Background: an optimization exercise with open tools, aiming at small area. Do not read the settings as production practice. Function was checked by simulation only, so behaviour that the tests miss may differ from the original. Power and IR drop assume default switching activity.

$ cat design/flow/config.mk
export PLATFORM = sky130hd
export DESIGN_NAME = HART_DISPLAY
export DESIGN_NICKNAME = HART_DISPLAY
export VERILOG_FILES = /design/flow/design.v
export SDC_FILE = /design/flow/constraint.sdc
export NUM_CORES = 4
export LEC_CHECK = 0
export CAP_MARGIN = 20
export CORE_MARGIN = 2
export CORE_UTILIZATION = 40
export CTS_BUF_LIST = sky130_fd_sc_hd__clkbuf_8
export SLEW_MARGIN = 20
$ cat design/flow/constraint.sdc
create_clock -name core_clock -period 10.0 [get_ports {clk}]
set_input_delay 2.0000 -clock core_clock [delete_from_list [all_inputs] [get_ports {clk}]]
set_output_delay 2.0000 -clock core_clock [all_outputs]
set_load 0.01 [all_outputs]
$ cat design/flow/design.v
module	square_object	(
	input	logic	clk,
	input	logic	resetN,
	input 	logic signed	[10:0] pixelX,
	input 	logic signed	[10:0] pixelY,
	input 	logic signed	[10:0] topLeftX,
	input 	logic	signed [10:0] topLeftY,
	output 	logic	[3:0] row,         
	output 	logic	[3:0] col,         
	output 	logic	[4:0] pix_code,    
	output	logic	drawingRequest     
);
parameter  int OBJECT_WIDTH_X = 512;
parameter  int OBJECT_HEIGHT_Y = 416;
wire [11:0] pXe = {pixelX[10], pixelX}, tXe = {topLeftX[10], topLeftX};
wire [11:0] pYe = {pixelY[10], pixelY}, tYe = {topLeftY[10], topLeftY};
wire [12:0] cX, cY;
wire signed [11:0] dX, dY;
assign cX[0] = 1'b1;
assign cY[0] = 1'b1;
genvar gi;
for (gi = 0; gi < 12; gi++) begin : g_sub
	assign dX[gi] = pXe[gi] ^ ~tXe[gi] ^ cX[gi];
	assign cX[gi+1] = (pXe[gi] & ~tXe[gi]) | (pXe[gi] & cX[gi]) | (~tXe[gi] & cX[gi]);
	assign dY[gi] = pYe[gi] ^ ~tYe[gi] ^ cY[gi];
	assign cY[gi+1] = (pYe[gi] & ~tYe[gi]) | (pYe[gi] & cY[gi]) | (~tYe[gi] & cY[gi]);
end
wire insideBracket = (dX >= 0) && (dX < OBJECT_WIDTH_X) && (dY >= 0) && (dY < OBJECT_HEIGHT_Y);
wire [4:0] code_now;
coin_lut lut (.a({dY[4:0], dX[4:0]}), .q(code_now));
always_ff@(posedge clk or negedge resetN)
begin
	if(!resetN)
		drawingRequest	<=	1'b0;
	else
		drawingRequest	<=	insideBracket;
end
always_ff@(posedge clk)
begin
	row      <= dY[8:5];
	col      <= dX[8:5];
	pix_code <= code_now;
end
endmodule
module coin_lut(a, q);
  input [9:0] a;
  wire [9:0] a;
  output [4:0] q;
  wire [4:0] q;
  wire _000_;
  wire _001_;
  wire _002_;
  wire _003_;
  wire _004_;
  wire _005_;
  wire _006_;
  wire _007_;
  wire _008_;
  wire _009_;
  wire _010_;
  wire _011_;
  wire _012_;
  wire _013_;
  wire _014_;
  wire _015_;
  wire _016_;
  wire _017_;
  wire _018_;
  wire _019_;
  wire _020_;
  wire _021_;
  wire _022_;
  wire _023_;
  wire _024_;
  wire _025_;
  wire _026_;
  wire _027_;
  wire _028_;
  wire _029_;
  wire _030_;
  wire _031_;
  wire _032_;
  wire _033_;
  wire _034_;
  wire _035_;
  wire _036_;
  wire _037_;
  wire _038_;
  wire _039_;
  wire _040_;
  wire _041_;
  wire _042_;
  wire _043_;
  wire _044_;
  wire _045_;
  wire _046_;
  wire _047_;
  wire _048_;
  wire _049_;
  wire _050_;
  wire _051_;
  wire _052_;
  wire _053_;
  wire _054_;
  wire _055_;
  wire _056_;
  wire _057_;
  wire _058_;
  wire _059_;
  wire _060_;
  wire _061_;
  wire _062_;
  wire _063_;
  wire _064_;
  wire _065_;
  wire _066_;
  wire _067_;
  wire _068_;
  wire _069_;
  wire _070_;
  wire _071_;
  wire _072_;
  wire _073_;
  wire _074_;
  wire _075_;
  wire _076_;
  wire _077_;
  wire _078_;
  wire _079_;
  wire _080_;
  wire _081_;
  wire _082_;
  wire _083_;
  wire _084_;
  wire _085_;
  wire _086_;
  wire _087_;
  wire _088_;
  wire _089_;
  wire _090_;
  wire _091_;
  wire _092_;
  wire _093_;
  wire _094_;
  wire _095_;
  wire _096_;
  wire _097_;
  wire _098_;
  wire _099_;
  wire _100_;
  wire _101_;
  wire _102_;
  wire _103_;
  wire _104_;
  wire _105_;
  wire _106_;
  wire _107_;
  wire _108_;
  wire _109_;
  wire _110_;
  wire _111_;
  wire _112_;
  wire _113_;
  wire _114_;
  wire _115_;
  wire _116_;
  wire _117_;
  wire _118_;
  wire _119_;
  wire _120_;
  wire _121_;
  wire _122_;
  wire _123_;
  wire _124_;
  wire _125_;
  wire _126_;
  wire _127_;
  wire _128_;
  wire _129_;
  wire _130_;
  wire _131_;
  wire _132_;
  wire _133_;
  wire _134_;
  wire _135_;
  wire _136_;
  wire _137_;
  wire _138_;
  wire _139_;
  wire _140_;
  wire _141_;
  wire _142_;
  wire _143_;
  wire _144_;
  wire _145_;
  wire _146_;
  wire _147_;
  wire _148_;
  wire _149_;
  wire _150_;
  wire _151_;
  wire _152_;
  wire _153_;
  wire _154_;
  wire _155_;
  wire _156_;
  wire _157_;
  wire _158_;
  wire _159_;
  wire _160_;
  wire _161_;
  wire _162_;
  wire _163_;
  wire _164_;
  wire _165_;
  wire _166_;
  wire _167_;
  wire _168_;
  wire _169_;
  wire _170_;
  wire _171_;
  wire _172_;
  wire _173_;
  wire _174_;
  wire _175_;
  wire _176_;
  wire _177_;
  wire _178_;
  wire _179_;
  wire _180_;
  wire _181_;
  wire _182_;
  assign _059_ = ~a[9];
  assign _070_ = a[6] & a[5];
  assign _081_ = a[8] & ~(a[7]);
  assign _092_ = a[4] & ~(a[3]);
  assign _100_ = a[3] & ~(a[4]);
  assign _104_ = ~(_100_ | _092_);
  assign _105_ = ~_104_;
  assign _106_ = a[3] & ~(a[2]);
  assign _107_ = _106_ & ~(a[1]);
  assign _108_ = ~((_107_ | _105_) & _081_);
  assign _109_ = ~a[2];
  assign _110_ = a[4] & ~(a[0]);
  assign _111_ = a[4] | ~(a[0]);
  assign _112_ = _111_ & ~(_110_);
  assign _113_ = _112_ & ~(a[1]);
  assign _114_ = ~a[1];
  assign _115_ = a[0] & a[5];
  assign _116_ = _115_ & ~(_114_);
  assign _117_ = a[5] & ~(_116_);
  assign _118_ = ~((_117_ | _113_) & _109_);
  assign _119_ = ~a[6];
  assign _120_ = a[1] & a[2];
  assign _121_ = ~_120_;
  assign _122_ = a[3] ? a[2] : _121_;
  assign _123_ = ~(a[3] | a[2]);
  assign _124_ = ~((_123_ | _114_) & a[5]);
  assign _125_ = ~((_124_ & _122_) | _119_);
  assign _126_ = _125_ | ~(_118_);
  assign _127_ = ~_123_;
  assign _128_ = ~(a[0] ^ a[2]);
  assign _129_ = ~(a[6] | a[5]);
  assign _130_ = _128_ & ~(_129_);
  assign _131_ = a[1] & ~(_130_);
  assign _132_ = ~a[0];
  assign _133_ = _120_ & ~(_132_);
  assign _134_ = ~((_133_ & a[3]) | a[7]);
  assign _135_ = ~((_131_ | _127_) & _134_);
  assign _136_ = _126_ & ~(_135_);
  assign _137_ = a[1] & a[4];
  assign _138_ = ~_137_;
  assign _139_ = ~a[3];
  assign _140_ = _123_ & a[4];
  assign _141_ = ~((_120_ & _139_) | _140_);
  assign _142_ = _138_ & ~(_141_);
  assign _143_ = a[0] | a[6];
  assign _144_ = _143_ | ~(_142_);
  assign _145_ = ~_115_;
  assign _146_ = a[1] & a[6];
  assign _147_ = ~_146_;
  assign _148_ = ~((_147_ & _145_) | _105_);
  assign _149_ = a[7] & ~(_148_);
  assign _150_ = a[1] & ~(_100_);
  assign _151_ = _129_ | _070_;
  assign _152_ = ~((_151_ | _150_) & _135_);
  assign _153_ = ~((_149_ & _144_) | _152_);
  assign _154_ = a[9] & ~(a[8]);
  assign _155_ = ~_154_;
  assign _156_ = _122_ & ~(_105_);
  assign _157_ = _156_ | _155_;
  assign _158_ = ~((_157_ | _153_) & (_136_ | _108_));
  assign _159_ = _070_ | ~(_158_);
  assign _160_ = a[8] | ~(a[7]);
  assign _161_ = a[0] & ~(a[6]);
  assign _162_ = a[1] ? a[4] : _112_;
  assign _163_ = ~_106_;
  assign _164_ = a[5] ? _114_ : _110_;
  assign _165_ = _164_ & ~(_163_);
  assign _166_ = _165_ & _162_;
  assign _167_ = ~((_161_ & _142_) | _166_);
  assign _168_ = ~a[5];
  assign _169_ = a[0] & a[3];
  assign _170_ = a[8] | ~(a[3]);
  assign _171_ = a[0] | ~(a[2]);
  assign _172_ = ~((a[8] & _139_) | _171_);
  assign _173_ = ~((_172_ & _170_) | (_169_ & _168_));
  assign _174_ = a[4] | ~(a[1]);
  assign _175_ = _174_ | a[7];
  assign _176_ = ~((_175_ | _173_) & (_167_ | _160_));
  assign _177_ = ~((_176_ & _159_) | _059_);
  assign _178_ = a[1] ^ a[6];
  assign _179_ = ~(a[0] | a[3]);
  assign _180_ = _179_ & ~(_114_);
  assign _181_ = ~(a[1] | a[0]);
  assign _182_ = _181_ & ~(_139_);
  assign _000_ = _168_ & ~(_182_);
  assign _001_ = ~_000_;
  assign _002_ = ~((_117_ | _109_) & a[6]);
  assign _003_ = a[2] & ~(_110_);
  assign _004_ = _161_ | a[4];
  assign _005_ = ~((_004_ | _181_) & (_003_ | a[1]));
  assign _006_ = _002_ & ~(_005_);
  assign _007_ = ~((_174_ | _163_) & a[6]);
  assign _008_ = ~((_007_ | _006_) & (_001_ | _180_));
  assign _009_ = ~(_008_ | _160_);
  assign _010_ = _092_ & ~(_128_);
  assign _011_ = ~((_010_ & _009_) | (_166_ & _081_));
  assign _012_ = ~((_011_ | _178_) & _059_);
  assign _013_ = ~_142_;
  assign _014_ = _169_ & _137_;
  assign _015_ = ~_014_;
  assign _016_ = ~((_015_ & _013_) | _133_);
  assign _017_ = ~(a[8] & a[7]);
  assign _018_ = _123_ & ~(_168_);
  assign _019_ = _018_ & ~(_143_);
  assign _020_ = _119_ ? a[3] : _132_;
  assign _021_ = ~((_020_ & _168_) | _019_);
  assign _022_ = ~(_021_ | _017_);
  assign _023_ = ~(_022_ & _016_);
  assign _024_ = _012_ | ~(_023_);
  assign q[3] = _024_ & ~(_177_);
  assign _025_ = ~_070_;
  assign _026_ = ~_122_;
  assign _027_ = ~_131_;
  assign _028_ = a[0] | ~(a[3]);
  assign _029_ = _028_ | _182_;
  assign _030_ = a[6] & ~(_000_);
  assign _031_ = ~((_030_ & _029_) | (_027_ & _026_));
  assign _032_ = ~(_031_ | _181_);
  assign _033_ = ~(_160_ | _129_);
  assign _034_ = ~((_116_ | _163_) & _033_);
  assign _035_ = ~((_032_ & _025_) | _034_);
  assign _036_ = ~_035_;
  assign _037_ = ~((_036_ | _104_) & _108_);
  assign _038_ = _133_ | a[8];
  assign _039_ = ~((_179_ & _121_) | _038_);
  assign _040_ = ~((_039_ | _107_) & _119_);
  assign _041_ = ~_133_;
  assign _042_ = a[0] | a[5];
  assign _043_ = ~((_042_ | _127_) & (_041_ | _139_));
  assign _044_ = _119_ & ~(_043_);
  assign _045_ = ~(_044_ & _016_);
  assign _046_ = a[0] | ~(a[6]);
  assign _047_ = ~((a[0] | a[4]) & a[5]);
  assign _048_ = ~((_046_ & a[1]) | _047_);
  assign _049_ = ~((_048_ | a[7]) & a[8]);
  assign _050_ = ~((_043_ & a[6]) | _049_);
  assign _051_ = ~((_050_ & _045_) | (_040_ & _037_));
  assign _052_ = _017_ | a[9];
  assign _053_ = ~((_138_ & _168_) | _052_);
  assign _054_ = ~((_027_ & a[6]) | _104_);
  assign _055_ = ~((_032_ | a[6]) & _054_);
  assign _056_ = ~(_055_ & a[8]);
  assign _057_ = a[9] & ~(a[7]);
  assign _058_ = ~((_057_ & _056_) | (_053_ & _051_));
  assign _060_ = ~_032_;
  assign _061_ = _137_ | ~(_115_);
  assign _062_ = ~(a[3] & a[2]);
  assign _063_ = a[8] & ~(_070_);
  assign _064_ = ~((_063_ & _062_) | (_140_ & a[0]));
  assign _065_ = _061_ & ~(_064_);
  assign _066_ = _142_ & _125_;
  assign _067_ = ~((_066_ | _065_) & (_060_ | a[8]));
  assign _068_ = ~((_051_ & _111_) | _012_);
  assign _069_ = ~(_068_ | _031_);
  assign _071_ = _112_ & ~(a[5]);
  assign _072_ = ~((_146_ | _139_) & _071_);
  assign _073_ = ~((_072_ & _026_) | _105_);
  assign _074_ = ~(_142_ & _112_);
  assign _075_ = ~(_074_ | _008_);
  assign _076_ = ~((_075_ | _155_) & (_036_ | _006_));
  assign _077_ = _016_ | _148_;
  assign _078_ = ~((_019_ | a[1]) & a[7]);
  assign _079_ = _077_ & ~(_078_);
  assign _080_ = ~_079_;
  assign _082_ = _042_ & ~(_115_);
  assign _083_ = _119_ ? _148_ : _082_;
  assign _084_ = _083_ & _016_;
  assign _085_ = ~_084_;
  assign _086_ = ~(_052_ | _019_);
  assign _087_ = ~((_086_ & _085_) | (_080_ & _076_));
  assign _088_ = ~((_087_ | _073_) & (_069_ | _108_));
  assign _089_ = ~(a[9] | a[6]);
  assign _090_ = _065_ | ~(_089_);
  assign _091_ = ~((_088_ & _132_) | _090_);
  assign _093_ = ~_141_;
  assign _094_ = ~_169_;
  assign _095_ = _081_ & ~(_061_);
  assign _096_ = ~((_095_ & _093_) | (_009_ & _094_));
  assign _097_ = _096_ | _177_;
  assign q[2] = ~((_097_ | _091_) & (_067_ | _058_));
  assign _098_ = ~(_051_ | _156_);
  assign q[1] = a[9] ? _158_ : _098_;
  assign q[0] = ~_088_;
  assign _099_ = ~((_098_ & _059_) | _158_);
  assign _101_ = _098_ | a[9];
  assign _102_ = ~((a[7] & a[6]) | _015_);
  assign _103_ = ~((_070_ | a[7]) & _102_);
  assign q[4] = ~((_103_ & _101_) | _099_);
endmodule
module random 	
 ( 
	input	logic  clk,
	input	logic  resetN, 
	input	logic	 rise,
	output logic unsigned [SIZE_BITS-1:0] dout	
  ) ;
parameter SIZE_BITS = 8;
parameter unsigned MIN_VAL = 0;   
parameter unsigned MAX_VAL = 255;
	logic unsigned  [SIZE_BITS-1:0] counter ;
	logic rise_d  ;
always_ff @(posedge clk or negedge resetN) begin
		if (!resetN) begin
			dout <= (MAX_VAL+MIN_VAL)/2;
			counter <= MIN_VAL;
			rise_d <= 1'b0;
		end
		else begin
			counter <= counter+1;
			if ( counter >= MAX_VAL )  
				counter <=  MIN_VAL ;  
			rise_d <= rise;
			if (rise && !rise_d)  
				dout <= counter;
		end
	end
endmodule
module GridMatrixBitMap (
	input  logic       clk,
	input  logic       resetN,
	input  logic [3:0] row,
	input  logic [3:0] col,
	input  logic [4:0] pix_code,
	input  logic       in_box,
	input  logic       random,
	input  logic       coin_collision,
	output logic       drawingRequest,
	output logic [7:0] RGBout,
	output logic       coin_collect
);
localparam logic [255:0] M0COIN = 256'b0000000000000000000000000000000000000000000000001111011111110101111101101111010111110001111101011111011111110111111101100011111011000110001111101100000000000000111111111011111011111110111000001111111010111110111111101011111011111110100000111111111000001111;
localparam logic [255:0] M1COIN = 256'b0000000000000000000000000000000000000000000000001111011011110111111101101111011111110000111101111111011111110111111101100011111011000111001111101100000000111110111111111011111011111111101111101111111110111110111111111011111011111111100000011111111111111111;
localparam logic [255:0] M0WALL = 256'b0000000000000000000000000000000000000000000000000000100000001010000010010000101000001110000010100000100000001000000010011100000100111001110000010011111111111111000000000100000100000001000111110000000101000001000000010100000100000001011111000000000111110000;
localparam logic [255:0] M1WALL = 256'b0000000000000000000000000000000000000000000000000000100100001000000010010000100000001111000010000000100000001000000010011100000100111000110000010011111111000001000000000100000100000000010000010000000001000001000000000100000100000000011111100000000000000000;
logic random_cs;    
logic valid;        
logic [164:0] eaten;
logic [4:0] out_code;
wire  [7:0] cidx = {row, col};
wire [12:0] rsel;
wire [15:0] csel;
genvar gi;
for (gi = 0; gi < 13; gi++) begin : g_r assign rsel[gi] = (row == gi); end
for (gi = 0; gi < 16; gi++) begin : g_c assign csel[gi] = (col == gi); end
wire [15:0] cseln = ~csel;
wire [12:0] row_eaten;
assign row_eaten[0] = ~((cseln[0] | eaten[0]) & (cseln[1] | eaten[1])) | ~((cseln[2] | eaten[2]) & (cseln[3] | eaten[3])) | ~((cseln[4] | eaten[4]) & (cseln[5] | eaten[5])) | ~((cseln[6] | eaten[6]) & (cseln[7] | eaten[7])) | ~((cseln[8] | eaten[8]) & (cseln[9] | eaten[9])) | ~((cseln[10] | eaten[10]) & (cseln[11] | eaten[11])) | ~((cseln[12] | eaten[12]) & (cseln[13] | eaten[13])) | ~((cseln[14] | eaten[14]) & (cseln[15] | eaten[15]));
assign row_eaten[1] = ~((cseln[0] | eaten[16]) & (cseln[1] | eaten[17])) | ~((cseln[7] | eaten[18]) & (cseln[8] | eaten[19])) | ~((cseln[9] | eaten[20]) & (cseln[10] | eaten[21])) | ~((cseln[11] | eaten[22]) & (cseln[12] | eaten[23])) | ~((cseln[13] | eaten[24]) & (cseln[14] | eaten[25])) | ~(cseln[15] | eaten[26]);
assign row_eaten[2] = ~((cseln[1] | eaten[27]) & (cseln[2] | eaten[28])) | ~((cseln[3] | eaten[29]) & (cseln[4] | eaten[30])) | ~((cseln[5] | eaten[31]) & (cseln[7] | eaten[32])) | ~((cseln[8] | eaten[33]) & (cseln[9] | eaten[34])) | ~((cseln[10] | eaten[35]) & (cseln[11] | eaten[36])) | ~((cseln[12] | eaten[37]) & (cseln[13] | eaten[38])) | ~((cseln[14] | eaten[39]) & (cseln[15] | eaten[40]));
assign row_eaten[3] = ~((cseln[1] | eaten[41]) & (cseln[2] | eaten[42])) | ~((cseln[3] | eaten[43]) & (cseln[4] | eaten[44])) | ~((cseln[5] | eaten[45]) & (cseln[7] | eaten[46])) | ~((cseln[8] | eaten[47]) & (cseln[9] | eaten[48])) | ~((cseln[10] | eaten[49]) & (cseln[11] | eaten[50])) | ~((cseln[12] | eaten[51]) & (cseln[13] | eaten[52])) | ~((cseln[14] | eaten[53]) & (cseln[15] | eaten[54]));
assign row_eaten[4] = ~((cseln[1] | eaten[55]) & (cseln[2] | eaten[56])) | ~((cseln[3] | eaten[57]) & (cseln[4] | eaten[58])) | ~((cseln[5] | eaten[59]) & (cseln[6] | eaten[60])) | ~((cseln[7] | eaten[61]) & (cseln[8] | eaten[62])) | ~((cseln[9] | eaten[63]) & (cseln[10] | eaten[64])) | ~((cseln[11] | eaten[65]) & (cseln[12] | eaten[66])) | ~((cseln[13] | eaten[67]) & (cseln[14] | eaten[68])) | ~(cseln[15] | eaten[69]);
assign row_eaten[5] = ~((cseln[1] | eaten[70]) & (cseln[2] | eaten[71])) | ~((cseln[3] | eaten[72]) & (cseln[4] | eaten[73])) | ~((cseln[5] | eaten[74]) & (cseln[7] | eaten[75])) | ~((cseln[8] | eaten[76]) & (cseln[9] | eaten[77])) | ~((cseln[10] | eaten[78]) & (cseln[11] | eaten[79])) | ~((cseln[12] | eaten[80]) & (cseln[13] | eaten[81])) | ~((cseln[14] | eaten[82]) & (cseln[15] | eaten[83]));
assign row_eaten[6] = ~((cseln[1] | eaten[84]) & (cseln[2] | eaten[85])) | ~((cseln[3] | eaten[86]) & (cseln[4] | eaten[87])) | ~((cseln[5] | eaten[88]) & (cseln[14] | eaten[89])) | ~(cseln[15] | eaten[90]);
assign row_eaten[7] = ~((cseln[1] | eaten[91]) & (cseln[2] | eaten[92])) | ~((cseln[3] | eaten[93]) & (cseln[4] | eaten[94])) | ~((cseln[5] | eaten[95]) & (cseln[8] | eaten[96])) | ~((cseln[9] | eaten[97]) & (cseln[10] | eaten[98])) | ~((cseln[14] | eaten[99]) & (cseln[15] | eaten[100]));
assign row_eaten[8] = ~((cseln[1] | eaten[101]) & (cseln[2] | eaten[102])) | ~((cseln[3] | eaten[103]) & (cseln[4] | eaten[104])) | ~((cseln[5] | eaten[105]) & (cseln[9] | eaten[106])) | ~((cseln[10] | eaten[107]) & (cseln[12] | eaten[108])) | ~((cseln[13] | eaten[109]) & (cseln[14] | eaten[110])) | ~(cseln[15] | eaten[111]);
assign row_eaten[9] = ~((cseln[0] | eaten[112]) & (cseln[1] | eaten[113])) | ~((cseln[2] | eaten[114]) & (cseln[4] | eaten[115])) | ~((cseln[5] | eaten[116]) & (cseln[6] | eaten[117])) | ~((cseln[7] | eaten[118]) & (cseln[8] | eaten[119])) | ~((cseln[9] | eaten[120]) & (cseln[10] | eaten[121])) | ~((cseln[12] | eaten[122]) & (cseln[13] | eaten[123])) | ~((cseln[14] | eaten[124]) & (cseln[15] | eaten[125]));
assign row_eaten[10] = ~((cseln[0] | eaten[126]) & (cseln[1] | eaten[127])) | ~((cseln[2] | eaten[128]) & (cseln[4] | eaten[129])) | ~((cseln[5] | eaten[130]) & (cseln[6] | eaten[131])) | ~((cseln[7] | eaten[132]) & (cseln[8] | eaten[133])) | ~((cseln[12] | eaten[134]) & (cseln[13] | eaten[135])) | ~((cseln[14] | eaten[136]) & (cseln[15] | eaten[137]));
assign row_eaten[11] = ~((cseln[0] | eaten[138]) & (cseln[1] | eaten[139])) | ~((cseln[2] | eaten[140]) & (cseln[4] | eaten[141])) | ~((cseln[5] | eaten[142]) & (cseln[6] | eaten[143])) | ~((cseln[7] | eaten[144]) & (cseln[9] | eaten[145])) | ~((cseln[10] | eaten[146]) & (cseln[12] | eaten[147])) | ~((cseln[13] | eaten[148]) & (cseln[14] | eaten[149])) | ~(cseln[15] | eaten[150]);
assign row_eaten[12] = ~((cseln[0] | eaten[151]) & (cseln[1] | eaten[152])) | ~((cseln[2] | eaten[153]) & (cseln[4] | eaten[154])) | ~((cseln[5] | eaten[155]) & (cseln[6] | eaten[156])) | ~((cseln[7] | eaten[157]) & (cseln[8] | eaten[158])) | ~((cseln[9] | eaten[159]) & (cseln[10] | eaten[160])) | ~((cseln[12] | eaten[161]) & (cseln[13] | eaten[162])) | ~((cseln[14] | eaten[163]) & (cseln[15] | eaten[164]));
wire eaten_sel = |(rsel & row_eaten);
wire coin_m  = random_cs ? M1COIN[cidx] : M0COIN[cidx];
wire wall_m  = random_cs ? M1WALL[cidx] : M0WALL[cidx];
wire is_coin = in_box & ~eaten_sel & coin_m;
wire is_wall = in_box & ~eaten_sel & wall_m;
wire eat     = is_coin & coin_collision;
wire clr     = ~valid | (random != random_cs);
wire [12:0] wrow = rsel & {13{eat}};
always_ff @(posedge clk) begin
	coin_collect <= eat;
	eaten[0] <= (eaten[0] | clr) & ~(wrow[0] & csel[0]);
	eaten[1] <= (eaten[1] | clr) & ~(wrow[0] & csel[1]);
	eaten[2] <= (eaten[2] | clr) & ~(wrow[0] & csel[2]);
	eaten[3] <= (eaten[3] | clr) & ~(wrow[0] & csel[3]);
	eaten[4] <= (eaten[4] | clr) & ~(wrow[0] & csel[4]);
	eaten[5] <= (eaten[5] | clr) & ~(wrow[0] & csel[5]);
	eaten[6] <= (eaten[6] | clr) & ~(wrow[0] & csel[6]);
	eaten[7] <= (eaten[7] | clr) & ~(wrow[0] & csel[7]);
	eaten[8] <= (eaten[8] | clr) & ~(wrow[0] & csel[8]);
	eaten[9] <= (eaten[9] | clr) & ~(wrow[0] & csel[9]);
	eaten[10] <= (eaten[10] | clr) & ~(wrow[0] & csel[10]);
	eaten[11] <= (eaten[11] | clr) & ~(wrow[0] & csel[11]);
	eaten[12] <= (eaten[12] | clr) & ~(wrow[0] & csel[12]);
	eaten[13] <= (eaten[13] | clr) & ~(wrow[0] & csel[13]);
	eaten[14] <= (eaten[14] | clr) & ~(wrow[0] & csel[14]);
	eaten[15] <= (eaten[15] | clr) & ~(wrow[0] & csel[15]);
	eaten[16] <= (eaten[16] | clr) & ~(wrow[1] & csel[0]);
	eaten[17] <= (eaten[17] | clr) & ~(wrow[1] & csel[1]);
	eaten[18] <= (eaten[18] | clr) & ~(wrow[1] & csel[7]);
	eaten[19] <= (eaten[19] | clr) & ~(wrow[1] & csel[8]);
	eaten[20] <= (eaten[20] | clr) & ~(wrow[1] & csel[9]);
	eaten[21] <= (eaten[21] | clr) & ~(wrow[1] & csel[10]);
	eaten[22] <= (eaten[22] | clr) & ~(wrow[1] & csel[11]);
	eaten[23] <= (eaten[23] | clr) & ~(wrow[1] & csel[12]);
	eaten[24] <= (eaten[24] | clr) & ~(wrow[1] & csel[13]);
	eaten[25] <= (eaten[25] | clr) & ~(wrow[1] & csel[14]);
	eaten[26] <= (eaten[26] | clr) & ~(wrow[1] & csel[15]);
	eaten[27] <= (eaten[27] | clr) & ~(wrow[2] & csel[1]);
	eaten[28] <= (eaten[28] | clr) & ~(wrow[2] & csel[2]);
	eaten[29] <= (eaten[29] | clr) & ~(wrow[2] & csel[3]);
	eaten[30] <= (eaten[30] | clr) & ~(wrow[2] & csel[4]);
	eaten[31] <= (eaten[31] | clr) & ~(wrow[2] & csel[5]);
	eaten[32] <= (eaten[32] | clr) & ~(wrow[2] & csel[7]);
	eaten[33] <= (eaten[33] | clr) & ~(wrow[2] & csel[8]);
	eaten[34] <= (eaten[34] | clr) & ~(wrow[2] & csel[9]);
	eaten[35] <= (eaten[35] | clr) & ~(wrow[2] & csel[10]);
	eaten[36] <= (eaten[36] | clr) & ~(wrow[2] & csel[11]);
	eaten[37] <= (eaten[37] | clr) & ~(wrow[2] & csel[12]);
	eaten[38] <= (eaten[38] | clr) & ~(wrow[2] & csel[13]);
	eaten[39] <= (eaten[39] | clr) & ~(wrow[2] & csel[14]);
	eaten[40] <= (eaten[40] | clr) & ~(wrow[2] & csel[15]);
	eaten[41] <= (eaten[41] | clr) & ~(wrow[3] & csel[1]);
	eaten[42] <= (eaten[42] | clr) & ~(wrow[3] & csel[2]);
	eaten[43] <= (eaten[43] | clr) & ~(wrow[3] & csel[3]);
	eaten[44] <= (eaten[44] | clr) & ~(wrow[3] & csel[4]);
	eaten[45] <= (eaten[45] | clr) & ~(wrow[3] & csel[5]);
	eaten[46] <= (eaten[46] | clr) & ~(wrow[3] & csel[7]);
	eaten[47] <= (eaten[47] | clr) & ~(wrow[3] & csel[8]);
	eaten[48] <= (eaten[48] | clr) & ~(wrow[3] & csel[9]);
	eaten[49] <= (eaten[49] | clr) & ~(wrow[3] & csel[10]);
	eaten[50] <= (eaten[50] | clr) & ~(wrow[3] & csel[11]);
	eaten[51] <= (eaten[51] | clr) & ~(wrow[3] & csel[12]);
	eaten[52] <= (eaten[52] | clr) & ~(wrow[3] & csel[13]);
	eaten[53] <= (eaten[53] | clr) & ~(wrow[3] & csel[14]);
	eaten[54] <= (eaten[54] | clr) & ~(wrow[3] & csel[15]);
	eaten[55] <= (eaten[55] | clr) & ~(wrow[4] & csel[1]);
	eaten[56] <= (eaten[56] | clr) & ~(wrow[4] & csel[2]);
	eaten[57] <= (eaten[57] | clr) & ~(wrow[4] & csel[3]);
	eaten[58] <= (eaten[58] | clr) & ~(wrow[4] & csel[4]);
	eaten[59] <= (eaten[59] | clr) & ~(wrow[4] & csel[5]);
	eaten[60] <= (eaten[60] | clr) & ~(wrow[4] & csel[6]);
	eaten[61] <= (eaten[61] | clr) & ~(wrow[4] & csel[7]);
	eaten[62] <= (eaten[62] | clr) & ~(wrow[4] & csel[8]);
	eaten[63] <= (eaten[63] | clr) & ~(wrow[4] & csel[9]);
	eaten[64] <= (eaten[64] | clr) & ~(wrow[4] & csel[10]);
	eaten[65] <= (eaten[65] | clr) & ~(wrow[4] & csel[11]);
	eaten[66] <= (eaten[66] | clr) & ~(wrow[4] & csel[12]);
	eaten[67] <= (eaten[67] | clr) & ~(wrow[4] & csel[13]);
	eaten[68] <= (eaten[68] | clr) & ~(wrow[4] & csel[14]);
	eaten[69] <= (eaten[69] | clr) & ~(wrow[4] & csel[15]);
	eaten[70] <= (eaten[70] | clr) & ~(wrow[5] & csel[1]);
	eaten[71] <= (eaten[71] | clr) & ~(wrow[5] & csel[2]);
	eaten[72] <= (eaten[72] | clr) & ~(wrow[5] & csel[3]);
	eaten[73] <= (eaten[73] | clr) & ~(wrow[5] & csel[4]);
	eaten[74] <= (eaten[74] | clr) & ~(wrow[5] & csel[5]);
	eaten[75] <= (eaten[75] | clr) & ~(wrow[5] & csel[7]);
	eaten[76] <= (eaten[76] | clr) & ~(wrow[5] & csel[8]);
	eaten[77] <= (eaten[77] | clr) & ~(wrow[5] & csel[9]);
	eaten[78] <= (eaten[78] | clr) & ~(wrow[5] & csel[10]);
	eaten[79] <= (eaten[79] | clr) & ~(wrow[5] & csel[11]);
	eaten[80] <= (eaten[80] | clr) & ~(wrow[5] & csel[12]);
	eaten[81] <= (eaten[81] | clr) & ~(wrow[5] & csel[13]);
	eaten[82] <= (eaten[82] | clr) & ~(wrow[5] & csel[14]);
	eaten[83] <= (eaten[83] | clr) & ~(wrow[5] & csel[15]);
	eaten[84] <= (eaten[84] | clr) & ~(wrow[6] & csel[1]);
	eaten[85] <= (eaten[85] | clr) & ~(wrow[6] & csel[2]);
	eaten[86] <= (eaten[86] | clr) & ~(wrow[6] & csel[3]);
	eaten[87] <= (eaten[87] | clr) & ~(wrow[6] & csel[4]);
	eaten[88] <= (eaten[88] | clr) & ~(wrow[6] & csel[5]);
	eaten[89] <= (eaten[89] | clr) & ~(wrow[6] & csel[14]);
	eaten[90] <= (eaten[90] | clr) & ~(wrow[6] & csel[15]);
	eaten[91] <= (eaten[91] | clr) & ~(wrow[7] & csel[1]);
	eaten[92] <= (eaten[92] | clr) & ~(wrow[7] & csel[2]);
	eaten[93] <= (eaten[93] | clr) & ~(wrow[7] & csel[3]);
	eaten[94] <= (eaten[94] | clr) & ~(wrow[7] & csel[4]);
	eaten[95] <= (eaten[95] | clr) & ~(wrow[7] & csel[5]);
	eaten[96] <= (eaten[96] | clr) & ~(wrow[7] & csel[8]);
	eaten[97] <= (eaten[97] | clr) & ~(wrow[7] & csel[9]);
	eaten[98] <= (eaten[98] | clr) & ~(wrow[7] & csel[10]);
	eaten[99] <= (eaten[99] | clr) & ~(wrow[7] & csel[14]);
	eaten[100] <= (eaten[100] | clr) & ~(wrow[7] & csel[15]);
	eaten[101] <= (eaten[101] | clr) & ~(wrow[8] & csel[1]);
	eaten[102] <= (eaten[102] | clr) & ~(wrow[8] & csel[2]);
	eaten[103] <= (eaten[103] | clr) & ~(wrow[8] & csel[3]);
	eaten[104] <= (eaten[104] | clr) & ~(wrow[8] & csel[4]);
	eaten[105] <= (eaten[105] | clr) & ~(wrow[8] & csel[5]);
	eaten[106] <= (eaten[106] | clr) & ~(wrow[8] & csel[9]);
	eaten[107] <= (eaten[107] | clr) & ~(wrow[8] & csel[10]);
	eaten[108] <= (eaten[108] | clr) & ~(wrow[8] & csel[12]);
	eaten[109] <= (eaten[109] | clr) & ~(wrow[8] & csel[13]);
	eaten[110] <= (eaten[110] | clr) & ~(wrow[8] & csel[14]);
	eaten[111] <= (eaten[111] | clr) & ~(wrow[8] & csel[15]);
	eaten[112] <= (eaten[112] | clr) & ~(wrow[9] & csel[0]);
	eaten[113] <= (eaten[113] | clr) & ~(wrow[9] & csel[1]);
	eaten[114] <= (eaten[114] | clr) & ~(wrow[9] & csel[2]);
	eaten[115] <= (eaten[115] | clr) & ~(wrow[9] & csel[4]);
	eaten[116] <= (eaten[116] | clr) & ~(wrow[9] & csel[5]);
	eaten[117] <= (eaten[117] | clr) & ~(wrow[9] & csel[6]);
	eaten[118] <= (eaten[118] | clr) & ~(wrow[9] & csel[7]);
	eaten[119] <= (eaten[119] | clr) & ~(wrow[9] & csel[8]);
	eaten[120] <= (eaten[120] | clr) & ~(wrow[9] & csel[9]);
	eaten[121] <= (eaten[121] | clr) & ~(wrow[9] & csel[10]);
	eaten[122] <= (eaten[122] | clr) & ~(wrow[9] & csel[12]);
	eaten[123] <= (eaten[123] | clr) & ~(wrow[9] & csel[13]);
	eaten[124] <= (eaten[124] | clr) & ~(wrow[9] & csel[14]);
	eaten[125] <= (eaten[125] | clr) & ~(wrow[9] & csel[15]);
	eaten[126] <= (eaten[126] | clr) & ~(wrow[10] & csel[0]);
	eaten[127] <= (eaten[127] | clr) & ~(wrow[10] & csel[1]);
	eaten[128] <= (eaten[128] | clr) & ~(wrow[10] & csel[2]);
	eaten[129] <= (eaten[129] | clr) & ~(wrow[10] & csel[4]);
	eaten[130] <= (eaten[130] | clr) & ~(wrow[10] & csel[5]);
	eaten[131] <= (eaten[131] | clr) & ~(wrow[10] & csel[6]);
	eaten[132] <= (eaten[132] | clr) & ~(wrow[10] & csel[7]);
	eaten[133] <= (eaten[133] | clr) & ~(wrow[10] & csel[8]);
	eaten[134] <= (eaten[134] | clr) & ~(wrow[10] & csel[12]);
	eaten[135] <= (eaten[135] | clr) & ~(wrow[10] & csel[13]);
	eaten[136] <= (eaten[136] | clr) & ~(wrow[10] & csel[14]);
	eaten[137] <= (eaten[137] | clr) & ~(wrow[10] & csel[15]);
	eaten[138] <= (eaten[138] | clr) & ~(wrow[11] & csel[0]);
	eaten[139] <= (eaten[139] | clr) & ~(wrow[11] & csel[1]);
	eaten[140] <= (eaten[140] | clr) & ~(wrow[11] & csel[2]);
	eaten[141] <= (eaten[141] | clr) & ~(wrow[11] & csel[4]);
	eaten[142] <= (eaten[142] | clr) & ~(wrow[11] & csel[5]);
	eaten[143] <= (eaten[143] | clr) & ~(wrow[11] & csel[6]);
	eaten[144] <= (eaten[144] | clr) & ~(wrow[11] & csel[7]);
	eaten[145] <= (eaten[145] | clr) & ~(wrow[11] & csel[9]);
	eaten[146] <= (eaten[146] | clr) & ~(wrow[11] & csel[10]);
	eaten[147] <= (eaten[147] | clr) & ~(wrow[11] & csel[12]);
	eaten[148] <= (eaten[148] | clr) & ~(wrow[11] & csel[13]);
	eaten[149] <= (eaten[149] | clr) & ~(wrow[11] & csel[14]);
	eaten[150] <= (eaten[150] | clr) & ~(wrow[11] & csel[15]);
	eaten[151] <= (eaten[151] | clr) & ~(wrow[12] & csel[0]);
	eaten[152] <= (eaten[152] | clr) & ~(wrow[12] & csel[1]);
	eaten[153] <= (eaten[153] | clr) & ~(wrow[12] & csel[2]);
	eaten[154] <= (eaten[154] | clr) & ~(wrow[12] & csel[4]);
	eaten[155] <= (eaten[155] | clr) & ~(wrow[12] & csel[5]);
	eaten[156] <= (eaten[156] | clr) & ~(wrow[12] & csel[6]);
	eaten[157] <= (eaten[157] | clr) & ~(wrow[12] & csel[7]);
	eaten[158] <= (eaten[158] | clr) & ~(wrow[12] & csel[8]);
	eaten[159] <= (eaten[159] | clr) & ~(wrow[12] & csel[9]);
	eaten[160] <= (eaten[160] | clr) & ~(wrow[12] & csel[10]);
	eaten[161] <= (eaten[161] | clr) & ~(wrow[12] & csel[12]);
	eaten[162] <= (eaten[162] | clr) & ~(wrow[12] & csel[13]);
	eaten[163] <= (eaten[163] | clr) & ~(wrow[12] & csel[14]);
	eaten[164] <= (eaten[164] | clr) & ~(wrow[12] & csel[15]);
end
always_ff @(posedge clk or negedge resetN) begin
	if (!resetN) begin
		out_code  <= 5'd0;    
		random_cs <= 1'b0;
		valid     <= 1'b0;
	end else begin
		valid     <= 1'b1;
		random_cs <= random;
		if (is_wall)
			out_code <= 5'd20;    
		else if (is_coin)
			out_code <= pix_code;
		else
			out_code <= 5'd1;    
	end
end
always_comb begin
	case (out_code)
		5'd0: RGBout = 8'h00;
		5'd1: RGBout = 8'hff;
		5'd2: RGBout = 8'hf0;
		5'd3: RGBout = 8'hf5;
		5'd4: RGBout = 8'h20;
		5'd5: RGBout = 8'h64;
		5'd6: RGBout = 8'hf4;
		5'd7: RGBout = 8'hd1;
		5'd8: RGBout = 8'hf1;
		5'd9: RGBout = 8'h6d;
		5'd10: RGBout = 8'h24;
		5'd11: RGBout = 8'had;
		5'd12: RGBout = 8'hda;
		5'd13: RGBout = 8'hac;
		5'd14: RGBout = 8'hdf;
		5'd15: RGBout = 8'hb6;
		5'd16: RGBout = 8'h84;
		5'd17: RGBout = 8'hb1;
		5'd18: RGBout = 8'h8d;
		5'd19: RGBout = 8'hdb;
		5'd20: RGBout = 8'h03;
		default: RGBout = 8'hff;
	endcase
end
assign drawingRequest = (out_code != 5'd1);
endmodule
module	HART_DISPLAY	(
					input	logic	clk,
					input	logic	resetN,
					input	logic	[10:0] pixelX,
					input	logic	[10:0] pixelY,
					input	logic	[10:0] topLeftX,
					input	logic	[10:0] topLeftY,
					input	logic	coin_collision,
					input	logic	star,
					output	logic	[7:0] hartRGB,
					output	logic	HartDrawingRequest,
					output	logic	coin_collect
);
logic	[3:0] row;
logic	[3:0] col;
logic	[4:0] pix_code;
logic	boxHartDrawingRequest;
logic	rand_bit;
square_object #(
	.OBJECT_WIDTH_X(512),
	.OBJECT_HEIGHT_Y(416)
) inst11 (
	.clk(clk),
	.resetN(resetN),
	.pixelX(pixelX),
	.pixelY(pixelY),
	.topLeftX(topLeftX),
	.topLeftY(topLeftY),
	.row(row),
	.col(col),
	.pix_code(pix_code),
	.drawingRequest(boxHartDrawingRequest)
);
random #(
	.SIZE_BITS(1),
	.MIN_VAL(0),
	.MAX_VAL(1)
) inst1 (
	.clk(clk),
	.resetN(resetN),
	.rise(star),
	.dout(rand_bit)
);
GridMatrixBitMap inst (
	.clk(clk),
	.resetN(resetN),
	.row(row),
	.col(col),
	.pix_code(pix_code),
	.in_box(boxHartDrawingRequest),
	.random(rand_bit),
	.coin_collision(coin_collision),
	.drawingRequest(HartDrawingRequest),
	.RGBout(hartRGB),
	.coin_collect(coin_collect)
);
endmodule
$ cat design/flow/flow/run.sh
#!/bin/bash
# Layout flow: the standard ORFS flow, except that
#  - synthesis maps the logic with an area-oriented abc script (flow/abc_area.script)
#    instead of ORFS's delay-oriented one, and no adder cells (ADDER_MAP_FILE=);
#    everything else in synthesis (the
#    registers, their names and cells) is the standard synthesis;
#  - port buffers are buf_1 cells;
#  - clock tree synthesis uses clkbuf_8 and adds no dummy loads.
# Each step's output goes to a log file here (and ORFS's own logs under orfs/logs).
set -euo pipefail
W=$(pwd)
ABC_SCRIPT=$W/flow/abc_area.script

# synthesis script: synth_recipe.tcl, sourcing a copy of ORFS's synth.tcl whose
# abc call uses our script (abc_args starts with "-script <ORFS script>")
sed 's|log_cmd abc {\*}$abc_args|log_cmd abc -script '"$ABC_SCRIPT"' {*}[lrange $abc_args 2 end]|' \
  "$FLOW_HOME/scripts/synth.tcl" > "$W/synth_area.tcl"
grep -q "abc -script $ABC_SCRIPT" "$W/synth_area.tcl"
sed 's|\$::env(SCRIPTS_DIR)/synth.tcl|'"$W"'/synth_area.tcl|' synth_recipe.tcl > "$W/flow_synth.tcl"
grep -q "$W/synth_area.tcl" "$W/flow_synth.tcl"

bash standard.sh SYNTH_SCRIPT="$W/flow_synth.tcl" ADDER_MAP_FILE= synth > "$W/synth.log" 2>&1
bash standard.sh BUFFER_PORTS_ARGS="-buffer_cell sky130_fd_sc_hd__buf_1" \
  CTS_ARGS="-sink_clustering_enable -repair_clock_nets -buf_list sky130_fd_sc_hd__clkbuf_8 -dont_use_dummy_load" \
  finish > "$W/layout.log" 2>&1
$ cat design/flow/flow/abc_area.script
strash
&get -n
&deepsyn -T 120
&put
dch
amap
topo
$ cat design/flow/standard.sh
#!/bin/bash
# synth_recipe.tcl (not shown) runs the flow's synth.tcl, then flattens the netlist and writes it again
# the make line also repeats each setting of config.mk as NAME=value (left out here)
make -C /OpenROAD-flow-scripts/flow DESIGN_CONFIG=/design/flow/config.mk WORK_HOME=/design/flow/orfs CLKGATE_MAP_FILE= SYNTH_SCRIPT=/design/flow/synth_recipe.tcl "${@:-finish}"
==> results of run 1 <==
-- layer usage --
layer / wire, um / global-route usage [%] / vias to the layer above / share of wire [%]
li1: - / - / 3717 / -
met1: 11370 / 31.17 / 3556 / 50
met2: 9872 / 31.71 / 222 / 43
met3: 1321 / 4.156 / 15 / 5.8
met4: 227 / 4.903 / 0 / 1.0
met5: 0 / 0 / - / 0
-- cell families after synthesis --
group,synth area share (%)
AOI/OAI and AO/OA,35.84
and+or+nand+nor,13.62
DFF,47.45
buffers and inverters,3.047
other,0.04612
-- worst register-to-register path, delay by kind of cell (launching register included) --
kind / cells / cell delay, ns
buffers and inverters: 2 / 0.60
DFF: 1 / 0.53
AOI/OAI and AO/OA: 4 / 1.04
and+or+nand+nor: 8 / 3.21
-- cells in the final DEF, fill, tap and decap left out, types with 39 or more instances in the layout --
cell	n
o21ai_0	60
dfxtp_1	179
nor2_1	110
nand2_1	54
buf_1	57
clkinv_1	66
a21oi_1	39
o22ai_1	71
o22a_1	170
-- layout make-up --
cell class                 count  area (um2)
clock buffer                  17       234.0
fill                        1988       11030
inverter                      66       247.7
multi-input combinational    652        4043
sequential                   190        3859
tap                          270       337.8
timing repair buffer          76       356.6
-- final timing paths --
check | start | to | slack (ns) | depth (start not counted)
max in group asynchronous | resetN | inst1.counter | 7.95 | 1
worst min register to register | inst11.pix_code[1] | inst.out_code[1] | 0.44 | 1
min in group asynchronous | resetN | inst.out_code[1] | 1.57 | 1
worst max register to register | inst11.col[0] | inst.eaten[56] | 4.50 | 14
worst max-delay path | topLeftX[1] | inst11.pix_code[2] | 3.81 | 22
worst min-delay path | inst11.pix_code[1] | inst.out_code[1] | 0.44 | 1
-- sequential cells by signal (all words and copies together), names as in the netlist --
name and count:
inst.coin_collect 1, inst.eaten 165, inst.out_code 5, inst.random_cs 1, inst.valid 1, inst1.counter 1, inst1.dout 1, inst1.rise_d 1
inst11.col 4, inst11.drawingRequest 1, inst11.pix_code 5, inst11.row 4
-- metrics by stage --
step                std cells  power, mW  hold WS [ns]  util [%]
floorplan                 908     0.9794        0.3818         -
global placement         1254      1.084        0.4284     43.99
detailed placement       1254      1.078        0.4334     43.99
CTS                      1271      1.450        0.4465     45.15
global route             1271      1.512        0.4644     45.15
finish                   1271      1.443        0.4434     45.15
-- power by group --
part	leakage [nW]	total [mW]	internal, mW	switching (mW)
registers	1.59	0.788	0.769	0.0196
logic	1.04	0.278	0.0819	0.196
clock network	0.122	0.377	0.151	0.226
==> flow_metrics.py, run 1 <==
metrics = {
    "outcome": {
        "run_status": "complete, no violations",
    },
    "synthesis": {
        "syn_avg_cell_area_um2": 8.955,
        "synth_cells": 908,
        "syn_area_um2": 8132,
        "synth_edf_count": 0,
        "synth-seq-cells": 190,
        "synth_commonest_cells": "dfxtp_1 (179), o22a_1 (170), nor2_1 (110), o22ai_1 (71), clkinv_1 (66)",
        "yosys_warnings": 3,
        "mappedNetlistNets": 956,
        "ys.flop_type": "dfxtp_1",
        "synth_top_cell_by_area": "dfxtp_1",
        "async_reset_ff_share_pct": 5.789,
        "netlist_top_cells_area": "dfxtp_1 (44%), o22a_1 (18%), o22ai_1 (5.5%), nor2_1 (5.1%), o21ai_0 (3.7%)",
        "yosysSeqAreaShare_pct": 47.45,
        "ys_types": 41,
        "yosysTopAreaCellShare_pct": 44.07,
        "yosysMostFrequentCell": "dfxtp_1",
    },
    "pwr": {
        "p_per_area_nw_per_um2": 159.0,
        "ir_drop_uv": 69.16,
        "p_leak_nw": 2.750,
    },
    "clock_network": {
        "ctsResizeCount": 0,
        "cts_setup_buffers": 0,
        "cts_tree": "yes",
        "clkSinkCount": 190,
        "clock_path_buffers": 2,
        "clockRootBuffer": "clkbuf_8",
        "cts.reportedPaths.clkPinSlew_ns": 0.08,
        "ctsHoldBuffers": 0,
        "cts_made_buffers": 17,
        "clk-insertion-delay-late_ns": 0.46,
        "cts_htree_levels": 4,
    },
    "sta": {
        "slew_viol_final": 0,
        "worst_slack_ns": 3.809,
        "skew_ns": 0.02642,
        "fmax_mhz": 161.5,
        "max_slew_margin_pct": 34.95,
        "rsz0062_at_grt": "no",
        "finalHoldViolCount": 0,
        "setup_tns_ns": 0,
        "worst_pin_slew_ns": 0.9656,
        "setup_viol": 0,
        "period_share_pct": 61.91,
        "finalCriticalPeriod_ns": 6.191,
    },
    "min_path": {
        "min_path_type": "reg -> reg",
    },
    "die": {
        "fp.dieW_um": 146.6,
        "start_util_pct": 40.45,
        "boundaryPins": 58,
        "row_count": 52,
        "dieArea_um2": 21490,
        "die_y_um": 146.6,
        "core_area_um2": 20100,
    },
    "setup_path": {
        "crit_type": "in -> reg",
        "cp_top_family": "compound AO/OA/AOI/OAI gates",
        "path_max_fanout": 8,
        "cp_num_buf_inv": 4,
        "cp_cell_sequence": "buf_1 -> clkinv_1 -> o21ai_0 -> o22ai_1 -> o21ai_0 -> clkinv_1 -> o22ai_1 -> a21oi_1 -> o32ai_1 -> o21ai_0 -> clkinv_1 -> nand3_1 -> a31oi_1 -> nand3_1 -> o22a_1 -> o21ai_0 -> a21oi_1 -> nor2_1 -> nor2_1 -> a21oi_1 -> o2111a_1 -> o32ai_1",
        "critical_path_required_ns": 10.34,
        "crit_top_cell": "o21ai_0",
        "slowest_delay_ns": 0.71,
        "worstSetupStartpointType": "input port",
        "cp-end-kind": "flop",
        "crit_slowest_cell": "o21ai_0",
        "arrival_ns": 6.53,
    },
    "finish": {
        "final_layout_size_suffix_gt1_share_pct": 3.696,
        "fin_area_um2": 9077,
        "syn2layout_area_growth_pct": 11.63,
        "antenna_cells": 0,
        "nets": 1051,
    },
    "global_routing": {
        "grt_pass1_wl_mm": 36.26,
        "first_global_vias": 6802,
        "grt_overflow": 0,
        "grt_max_degree": 86,
        "antenna_found_initial": 0,
        "grtUsageTotal_pct": 21.09,
    },
    "placed_design": {
        "dpl_worst_slack_ns": 3.424,
        "dp_hpwl_mm": 15.02,
        "placed_area_um2": 8843,
        "portBuffers": 57,
        "gp_congestion": 0.8646,
    },
    "drt": {
        "drtAntennaViolNets": 0,
        "drt_iter0_drc": 739,
        "drc": 0,
        "totalWireLength_mm": 22.79,
        "first_pass_iters": 7,
        "wire_per_inst_um": 17.93,
        "num_vias": 7510,
        "via_per_inst": 5.909,
    },
    "job": {
        "drv_cap": 0,
    },
}
==> run 2: changes to the inputs <==
--- a/design/flow/design.v
+++ b/design/flow/design.v
@@ -460,10 +460,8 @@
 	output logic [7:0] RGBout,
 	output logic       coin_collect
 );
-localparam logic [255:0] M0COIN = 256'b0000000000000000000000000000000000000000000000001111011111110101111101101111010111110001111101011111011111110111111101100011111011000110001111101100000000000000111111111011111011111110111000001111111010111110111111101011111011111110100000111111111000001111;
-localparam logic [255:0] M1COIN = 256'b0000000000000000000000000000000000000000000000001111011011110111111101101111011111110000111101111111011111110111111101100011111011000111001111101100000000111110111111111011111011111111101111101111111110111110111111111011111011111111100000011111111111111111;
-localparam logic [255:0] M0WALL = 256'b0000000000000000000000000000000000000000000000000000100000001010000010010000101000001110000010100000100000001000000010011100000100111001110000010011111111111111000000000100000100000001000111110000000101000001000000010100000100000001011111000000000111110000;
-localparam logic [255:0] M1WALL = 256'b0000000000000000000000000000000000000000000000000000100100001000000010010000100000001111000010000000100000001000000010011100000100111000110000010011111111000001000000000100000100000000010000010000000001000001000000000100000100000000011111100000000000000000;
+localparam logic [255:0] M0COIN = 256'b1111011111110101111101111111010111110111111101011111011111110101111101101111010111110001111101011111011111110111111101100011111011000110001111101100000000000000111111111011111011111110111000001111111010111110111111101011111011111110100000111111111000001111;
+localparam logic [255:0] M1COIN = 256'b1111011011110111111101101111011111110110111101111111011011110111111101101111011111110000111101111111011111110111111101100011111011000111001111101100000000111110111111111011111011111111101111101111111110111110111111111011111011111111100000011111111111111111;
 logic random_cs;    
 logic valid;        
 logic [164:0] eaten;
@@ -472,7 +470,8 @@
 wire [12:0] rsel;
 wire [15:0] csel;
 genvar gi;
-for (gi = 0; gi < 13; gi++) begin : g_r assign rsel[gi] = (row == gi); end
+for (gi = 0; gi < 12; gi++) begin : g_r0 assign rsel[gi] = (row == gi); end
+assign rsel[12] = (row[3:2] == 2'b11);
 for (gi = 0; gi < 16; gi++) begin : g_c assign csel[gi] = (col == gi); end
 wire [15:0] cseln = ~csel;
 wire [12:0] row_eaten;
@@ -491,7 +490,7 @@
 assign row_eaten[12] = ~((cseln[0] | eaten[151]) & (cseln[1] | eaten[152])) | ~((cseln[2] | eaten[153]) & (cseln[4] | eaten[154])) | ~((cseln[5] | eaten[155]) & (cseln[6] | eaten[156])) | ~((cseln[7] | eaten[157]) & (cseln[8] | eaten[158])) | ~((cseln[9] | eaten[159]) & (cseln[10] | eaten[160])) | ~((cseln[12] | eaten[161]) & (cseln[13] | eaten[162])) | ~((cseln[14] | eaten[163]) & (cseln[15] | eaten[164]));
 wire eaten_sel = |(rsel & row_eaten);
 wire coin_m  = random_cs ? M1COIN[cidx] : M0COIN[cidx];
-wire wall_m  = random_cs ? M1WALL[cidx] : M0WALL[cidx];
+wire wall_m  = ~coin_m;
 wire is_coin = in_box & ~eaten_sel & coin_m;
 wire is_wall = in_box & ~eaten_sel & wall_m;
 wire eat     = is_coin & coin_collision;
==> run 2 against run 1 <==
Against the previous run: still clean on timing, DRC and antenna; register-to-register slack improved by 0.26 ns; worst setup slack better by 0.26 ns; combinational power is about 10% higher; first-iteration DRC count down 11%; synthesized area rose by 1.0%; global-route usage grew 0.14 points; utilization grew 0.29 points; final area is 0.98% higher; count of clock-buffer cells in the layout unchanged; clock power up 2%; synthesized cell count grew 1.1%.
==> flow_metrics.py, run 2 <==
metrics = {
    "outcome": {
        "run_status": "complete, no violations",
    },
    "pwr": {
        "p_sw_uw": 466.6,
        "p_per_area_nw_per_um2": 161.3,
        "share_seq_of_total_power_pct": 53.2,
        "ir_drop_uv": 68.07,
        "swShare_pct": 31.56,
        "p_clk_share_pct": 26.1,
        "internal-power_mw": 1.012,
        "p_leak_nw": 2.797,
        "combPwrFrac_pct": 20.7,
    },
    "finish": {
        "nFillCells": 2063,
        "final_layout_size_suffix_gt1_share_pct": 3.755,
        "final_common_cell": "dfxtp_1",
        "nets": 1062,
        "syn2layout_area_growth_pct": 11.61,
        "regMostFlops": "inst.eaten",
        "antenna_cells": 0,
        "final_cell_mix": "dfxtp_1 (179), o22a_1 (170), nor2_1 (117)",
        "fin_util_pct": 45.45,
        "largest_reg_flops": 165,
        "top_regs": "inst.eaten (165), inst.out_code (5), inst11.pix_code (5)",
    },
    "placed_design": {
        "portBuffers": 57,
        "gp_congestion": 0.9472,
        "dp_hpwl_mm": 15.36,
    },
    "global_routing": {
        "grt_max_degree": 99,
        "first_global_vias": 6981,
        "gr-usage-met2_pct": 33.48,
        "busiest_layer": "met2",
        "grt_overflow": 0,
        "globalRouteMet3Util_pct": 3.727,
        "antenna_found_initial": 0,
        "grtUsageTotal_pct": 21.23,
        "grt_use_met1_pct": 30.07,
        "grt_pass1_wl_mm": 36.63,
    },
    "synthesis": {
        "yosys_warnings": 3,
        "synth_commonest_cells": "dfxtp_1 (179), o22a_1 (170), nor2_1 (117), clkinv_1 (74), o22ai_1 (64)",
        "synth_top_cell_by_area": "dfxtp_1",
        "synth_cells": 918,
        "async_reset_ff_share_pct": 5.789,
        "yosysTopAreaCellShare_pct": 43.63,
        "syn_area_um2": 8213,
        "ys_types": 41,
        "syn_avg_cell_area_um2": 8.946,
        "netlist_top_cells_area": "dfxtp_1 (44%), o22a_1 (18%), nor2_1 (5.3%), o22ai_1 (4.9%), o21ai_0 (3.7%)",
        "yosysMostFrequentCell": "dfxtp_1",
        "synth-seq-cells": 190,
        "ys.flop_type": "dfxtp_1",
        "mappedNetlistNets": 966,
        "synth_edf_count": 0,
        "yosysSeqAreaShare_pct": 46.98,
    },
    "clock_network": {
        "ctsResizeCount": 0,
        "clockRootBuffer": "clkbuf_8",
        "cts.reportedPaths.clkPinSlew_ns": 0.07,
        "cts_setup_buffers": 0,
        "cts_tree": "yes",
        "clock_path_buffers": 2,
        "ctsHoldBuffers": 0,
        "cts_htree_levels": 4,
        "clkSinkCount": 190,
        "cts_made_buffers": 17,
        "clk-insertion-delay-late_ns": 0.48,
    },
    "setup_path": {
        "r2r-start": "inst11.col[3]",
        "rrSetupSlack_ns": 4.76,
        "r2r_cells": 15,
        "critical_path_required_ns": 10.37,
        "path_max_fanout": 8,
        "crit_type": "in -> reg",
        "critPathCapture": "inst11.pix_code[2]",
        "cp-end-kind": "flop",
        "arrival_ns": 6.30,
        "crit_start": "pixelX[1]",
        "r2r_end": "inst.eaten[116]",
        "worstSetupStartpointType": "input port",
    },
    "sta": {
        "finalHoldViolCount": 0,
        "setup_tns_ns": 0,
        "slew_viol_final": 0,
        "fmax_mhz": 168.6,
        "max_slew_margin_pct": 30.95,
        "skew_ns": 0.05156,
        "period_share_pct": 59.30,
        "worst_pin_slew_ns": 1.036,
        "hold_ws_ns": 0.4429,
        "setup_viol": 0,
        "rsz0062_at_grt": "no",
        "finalCriticalPeriod_ns": 5.930,
    },
    "die": {
        "row_count": 52,
        "die_y_um": 147.3,
        "fp.dieW_um": 147.3,
        "dieArea_um2": 21690,
        "start_util_pct": 40.72,
        "core_area_um2": 20170,
        "boundaryPins": 58,
    },
    "drt": {
        "num_vias": 7563,
        "drt_iter0_drc": 659,
        "drtAntennaViolNets": 0,
        "via_per_inst": 5.899,
        "wire_per_inst_um": 17.87,
        "totalWireLength_mm": 22.91,
        "drc": 0,
        "first_pass_iters": 5,
    },
    "min_path": {
        "min_path_type": "reg -> reg",
    },
    "job": {
        "drv_cap": 0,
    },
}
-- run 2: cell types whose count changed after synthesis, moves of 8 or more --
cell | previous run | this run
nand3_1 | 23 | 12
a31oi_1 | 12 | 4
nand2_1 | 54 | 41
or3_1 | 10 | 20
clkinv_1 | 66 | 74
-- run 2: how the worst min path moves through the flow --
stage                             startpoint                to  cells after the start
after CTS                 inst11.pix_code[1]  inst.out_code[1]                      1
after detailed placement  inst11.pix_code[2]  inst.out_code[2]                      1
final                     inst11.pix_code[3]  inst.out_code[3]                      1
after global routing      inst11.pix_code[3]  inst.out_code[3]                      1
after global placement    inst11.pix_code[1]  inst.out_code[1]                      1
after floorplan                   inst1.dout    inst.random_cs                      0
-- run 2: stage by stage --
step / cell area (um2) / std cells / power (mW) / worst slack, ns
final: 9166 / 1282 / 1.478 / 4.070
after global routing: 9166 / 1282 / 1.543 / 3.511
after CTS: 9166 / 1282 / 1.482 / 4.157
after detailed placement: 8932 / 1265 / 1.104 / 3.734
after global placement: 8932 / 1265 / 1.111 / 3.807
after floorplan: 8213 / 918 / 0.9940 / 2.717
-- run 2: layout make-up --
cell class | instances | area [um2] | area share (%)
multi-input cells | 654 | 4094 | 44.66
flip-flops and latches | 190 | 3859 | 42.10
well taps | 270 | 337.8 | 3.686
clock buffers | 17 | 234.0 | 2.553
inverters | 74 | 277.8 | 3.030
repair buffers | 77 | 364.1 | 3.972
-- run 2: metal layers --
metal  vias to the layer above  part of all wire (%)
met5                         -                     0
met4                         0                   1.2
met3                        27                   5.5
met2                       239                    45
met1                      3560                    48
li1                       3737                     -
-- run 2: worst max-delay path: stages --
cell       delay (ns)
buf_1            0.07
clkinv_1         0.07
a21oi_1          0.33
a21oi_1          0.14
nand2_1          0.09
o21ai_0          0.09
nand2_1          0.08
o21ai_0          0.10
o21ai_0          0.81
clkinv_1         0.35
nor2_1           0.29
nor2_1           0.14
a21oi_1          0.22
clkinv_1         0.16
nand2_1          0.11
nor2_1           0.05
o41ai_1          0.42
nor2_1           0.13
o22a_1           0.22
o32ai_1          0.16
o2111ai_1        0.17
o21ai_0          0.11
-- run 2: cells by family (layout without fill, tap and decap cells) --
| group | Yosys count | after routing | synth area share [%] |
|---|---|---|---|
| AOI/OAI and AO/OA | 392 | 392 | 35.07 |
| and+or+nand+nor | 261 | 261 | 14.52 |
| buffers and inverters | 74 | 168 | 3.382 |
| DFF | 190 | 190 | 46.98 |
| other | 1 | 1 | 0.04566 |
-- run 2: power by group through the flow --
| stage | logic [mW] | registers, mW | clock network [mW] |
|---|---|---|---|
| finish | 0.307 | 0.786 | 0.386 |
| CTS | 0.303 | 0.785 | 0.394 |
| floorplan | 0.198 | 0.796 | 0 |
| detailed placement | 0.301 | 0.803 | 0 |
| global placement | 0.308 | 0.803 | 0 |
| global route | 0.337 | 0.788 | 0.418 |

==> re-timing with driven ports <==
How much do the figures lean on ideal ports? The routed layouts below were timed once more, with nothing changed but the port constraints. Step 1 sets driving cells, clkbuf_16 on the clock port and buf_2 on the other inputs (assumed; they add their load-dependent delay and slew). Step 2 also shifts input and output timing later by t, the mid clock arrival at the registers, as if the neighbouring blocks saw the same clock. a / b / c = no drivers / after step 1 / after step 2; a / b = the first two.
run	t, ns	setup slack, ns	worst setup path after step 2	latest minus earliest clock arrival (ns)	slew at the worst register clock pin (ns)
run 1	0.479	3.809 / 3.823 / 3.344	input to register	0.026 / 0.027	0.10 / 0.10
run 2	0.498	4.070 / 4.087 / 3.589	input to register	0.052 / 0.052	0.12 / 0.12
After both steps every run listed still meets setup and hold. The setup slack of run 2, which loses most, moves by +0.017 ns with the drivers and by -0.481 ns with both steps.
